This design comes from an exercise in tuning for small area, a short achievable clock period and few clock cycles on the open sky130 flow, not from production work. Power figures rest on the tool's default switching activity, not on a simulated workload.

before:
==> flow/design.v <==
module cpu(
           input        clk,
           input        reset,
           input        prog_we,     
           input  [3:0] prog_addr,   
           input  [7:0] prog_data,   
           output [7:0] out,
           output       out_valid,   
           output       halt_o);     
   reg [127:0] mem;
   reg [7:0]  ir;       
   reg [3:0]  pc;       
   reg [7:0]  opr;      
   reg        e_ld;     
   reg        e_ar;     
   reg        e_sub;
   reg        e_sta;    
   reg        e_out;
   reg        e_hlt;
   reg [7:0]  a;
   reg        c, z;
   reg [7:0]  oreg;
   reg        ovalid;
   reg        halted;
   wire [7:0] ax = a ^ {8{e_sub}};
   wire [7:0] g = ax & opr;
   wire [7:0] p = ax | opr;
   wire [8:0] cy;
   genvar ci, cj;
   generate
      for (ci = 0; ci <= 8; ci = ci + 1) begin : cla
         if (ci == 0) begin : c0
            assign cy[0] = 1'b0;
         end else begin : cn
            wire [ci-1:0] t;
            for (cj = 0; cj < ci; cj = cj + 1) begin : term
               if (cj == ci - 1) begin : last
                  assign t[cj] = g[cj];
               end else begin : mid
                  assign t[cj] = g[cj] & (&p[ci-1:cj+1]);
               end
            end
            assign cy[ci] = |t;
         end
      end
   endgenerate
   wire [8:0] sx = {cy[8], ax ^ opr ^ cy[7:0]};
   wire [7:0] res = sx[7:0] ^ {8{e_sub}};
   wire       c_new = sx[8];
   wire [7:0] kin = {a[6:0] | opr[6:0], 1'b0};
   wire       z_new = e_sub ? (a == opr) : &(~(a ^ opr ^ kin));
   wire       c_f = e_ar ? c_new : c;
   wire       z_f = e_ar ? z_new : z;
   function [7:0] ram_rd(input [127:0] m, input [3:0] ad);
      integer k;
      begin
         ram_rd = 8'd0;
         for (k = 0; k < 16; k = k + 1)
           ram_rd = ram_rd | (m[k*8 +: 8] & {8{ad == k}});
      end
   endfunction
   wire [3:0] op = ir[7:4];
   wire [3:0] n  = ir[3:0];
   wire d_lda = (op == 4'h1);
   wire d_add = (op == 4'h2);
   wire d_sub = (op == 4'h3);
   wire d_sta = (op == 4'h4);
   wire d_ldi = (op == 4'h5);
   wire d_jmp = (op == 4'h6);
   wire d_jc  = (op == 4'h7);
   wire d_jz  = (op == 4'h8);
   wire d_out = (op == 4'he);
   wire d_hlt = (op == 4'hf);
   wire hold  = d_hlt | (op >= 4'h9 && op <= 4'hd);
   wire [7:0] rd_n = (e_sta && opr[3:0] == n) ? a : ram_rd(mem, n);
   wire [7:0] rd_p = (e_sta && opr[3:0] == pc) ? a : ram_rd(mem, pc);
   wire taken = d_jmp | (d_jc & c_f) | (d_jz & z_f);
   wire [3:0] n_inc  = {n[3] ^ (&n[2:0]), n[2] ^ (&n[1:0]), n[1] ^ n[0], ~n[0]};
   wire [3:0] pc_inc = {pc[3] ^ (&pc[2:0]), pc[2] ^ (&pc[1:0]), pc[1] ^ pc[0], ~pc[0]};
   wire stall = d_sta && (n == pc);
   always @(posedge clk) begin
      if (reset) begin
         ir <= 8'h00;
         pc <= 4'd0;
      end else if (!hold) begin
         if (stall) begin
            ir <= 8'h00;
         end else if (taken) begin
            ir <= rd_n;
            pc <= n_inc;
         end else begin
            ir <= rd_p;
            pc <= pc_inc;
         end
      end
   end
   always @(posedge clk) begin
      if (reset) begin
         e_ld  <= 1'b0;
         e_ar  <= 1'b0;
         e_sub <= 1'b0;
         e_sta <= 1'b0;
         e_out <= 1'b0;
         e_hlt <= 1'b0;
      end else begin
         e_ld  <= d_lda | d_ldi;
         e_ar  <= d_add | d_sub;
         e_sub <= d_sub;
         e_sta <= d_sta;
         e_out <= d_out;
         e_hlt <= d_hlt;
      end
      opr <= (d_ldi | d_sta) ? {4'b0, n} : rd_n;
   end
   always @(posedge clk) begin
      if (reset) begin
         a <= 8'd0;
         c <= 1'b0;
         z <= 1'b0;
         oreg <= 8'd0;
         ovalid <= 1'b0;
         halted <= 1'b0;
      end else begin
         if (e_ld)
           a <= opr;
         else if (e_ar)
           a <= res;
         if (e_ar) begin
            c <= c_new;
            z <= z_new;
         end
         if (e_out)
           oreg <= a;
         ovalid <= e_out;
         if (e_hlt)
           halted <= 1'b1;
      end
   end
   wire       we    = reset ? prog_we : e_sta;
   wire [3:0] waddr = reset ? prog_addr : opr[3:0];
   wire [7:0] wdata = reset ? prog_data : a;
   genvar i;
   generate
      for (i = 0; i < 16; i = i + 1) begin : ram
         always @(posedge clk)
           if (we && waddr == i)
             mem[i*8 +: 8] <= wdata;
      end
   endgenerate
   assign out = oreg;
   assign out_valid = ovalid;
   assign halt_o = halted;
endmodule
clock: 4.5 ns
lec_check: 0
cap_margin: 20
core_margin: 2
core_utilization: 40
cts_buf_list: sky130_fd_sc_hd__clkbuf_4 sky130_fd_sc_hd__clkbuf_8
setup_slack_margin: 2.5
slew_margin: 20
run.sh (not shown) runs the stock make flow with config.mk's settings and CLKGATE_MAP_FILE= SYNTH_SCRIPT=/design/flow/synth_recipe.tcl, a recipe that flattens the netlist after the stock synthesis.
before went all the way through synthesis, placement and routing and the layout is clean on timing, DRC and antenna.
Changes in after relative to before:
--- a/flow/design.v
+++ b/flow/design.v
@@ -22,33 +22,33 @@
    reg [7:0]  oreg;
    reg        ovalid;
    reg        halted;
-   wire [7:0] ax = a ^ {8{e_sub}};
-   wire [7:0] g = ax & opr;
-   wire [7:0] p = ax | opr;
-   wire [8:0] cy;
-   genvar ci, cj;
-   generate
-      for (ci = 0; ci <= 8; ci = ci + 1) begin : cla
-         if (ci == 0) begin : c0
-            assign cy[0] = 1'b0;
-         end else begin : cn
-            wire [ci-1:0] t;
-            for (cj = 0; cj < ci; cj = cj + 1) begin : term
-               if (cj == ci - 1) begin : last
-                  assign t[cj] = g[cj];
-               end else begin : mid
-                  assign t[cj] = g[cj] & (&p[ci-1:cj+1]);
-               end
-            end
-            assign cy[ci] = |t;
-         end
-      end
-   endgenerate
-   wire [8:0] sx = {cy[8], ax ^ opr ^ cy[7:0]};
-   wire [7:0] res = sx[7:0] ^ {8{e_sub}};
-   wire       c_new = sx[8];
-   wire [7:0] kin = {a[6:0] | opr[6:0], 1'b0};
-   wire       z_new = e_sub ? (a == opr) : &(~(a ^ opr ^ kin));
+   wire [7:0] ag = a & opr;
+   wire [7:0] ap = a ^ opr;
+   wire [8:0] cy;                     
+   assign cy[0] = e_sub;
+   wire g0  = ag[0] | (ap[0] & e_sub);             
+   wire g10 = ag[1] | (ap[1] & g0);                
+   wire g32 = ag[3] | (ap[3] & ag[2]);
+   wire p32 = ap[3] & ap[2];
+   wire g54 = ag[5] | (ap[5] & ag[4]);
+   wire p54 = ap[5] & ap[4];
+   wire g76 = ag[7] | (ap[7] & ag[6]);
+   wire p76 = ap[7] & ap[6];
+   wire g30 = g32 | (p32 & g10);                    
+   wire g74 = g76 | (p76 & g54);
+   wire p74 = p76 & p54;
+   assign cy[1] = g0;
+   assign cy[2] = g10;
+   assign cy[3] = ag[2] | (ap[2] & g10);
+   assign cy[4] = g30;
+   assign cy[5] = ag[4] | (ap[4] & g30);
+   assign cy[6] = g54 | (p54 & g30);
+   assign cy[7] = ag[6] | (ap[6] & cy[6]);
+   assign cy[8] = g74 | (p74 & g30);
+   wire [8:0] sum = {cy[8], ap ^ cy[7:0]};
+   wire       c_new = sum[8] ^ e_sub;
+   wire [7:0] kin = {a[6:0] | opr[6:0], e_sub};
+   wire       z_new = &(~(a ^ opr ^ kin));
    wire       c_f = e_ar ? c_new : c;
    wire       z_f = e_ar ? z_new : z;
    function [7:0] ram_rd(input [127:0] m, input [3:0] ad);
@@ -110,7 +110,7 @@
          e_out <= d_out;
          e_hlt <= d_hlt;
       end
-      opr <= (d_ldi | d_sta) ? {4'b0, n} : rd_n;
+      opr <= (d_ldi | d_sta) ? {4'b0, n} : (d_sub ? ~rd_n : rd_n);
    end
    always @(posedge clk) begin
       if (reset) begin
@@ -124,7 +124,7 @@
          if (e_ld)
            a <= opr;
          else if (e_ar)
-           a <= res;
+           a <= sum[7:0];
          if (e_ar) begin
             c <= c_new;
             z <= z_new;
## What came out
Diff before -> after | synthesized instance count | decrease of 8.8%. Row first-pass GRT wire length: after lower / before higher. Between after and before, it is after whose power is lower, by 5.5%. When after is set beside before, its xor/xnor cell area share of the yosys netlist turns out to be 1.8 points smaller. NOTE: violation count after the first detailed-route iteration in after falls short of that of before. [compare] base=before new=after: detailed-router iteration count before antenna repair moved up; wire length has decreased; highest attainable clock frequency -13 MHz.
Function was not checked in any run of this note: the RTL went through the layout flow alone.

## re-timing with driven ports
The flow's constraints put no driver on any port. The routed layouts listed below were extracted and timed again, unchanged, in two steps. Step 1 assumes that a clkbuf_16 drives the clock port and a buf_2 every other input. Step 2, shift: input delay + t, output delay - t, t = (earliest + latest rising clock arrival at the registers) / 2. This alone moves slack from input paths to output paths. a / b / c = ideal ports / drivers / drivers and shift; a / b = the first two.
run | t (ns) | slack for setup (ns) | hold WS [ns] | worst setup path after step 2 | worst data-port slew with drivers (ns)
before | 0.510 | 2.055 / 2.055 / 2.024 | 0.449 / 0.449 / 0.449 | input to register | 0.04
after | 0.510 | 1.972 / 1.972 / 1.972 | 0.485 / 0.485 / 0.485 | register to register | 0.04
After both steps every run listed still meets setup and hold. For before, which loses most, drivers alone change the setup slack by 0.000 ns; drivers and shift together by -0.031 ns.
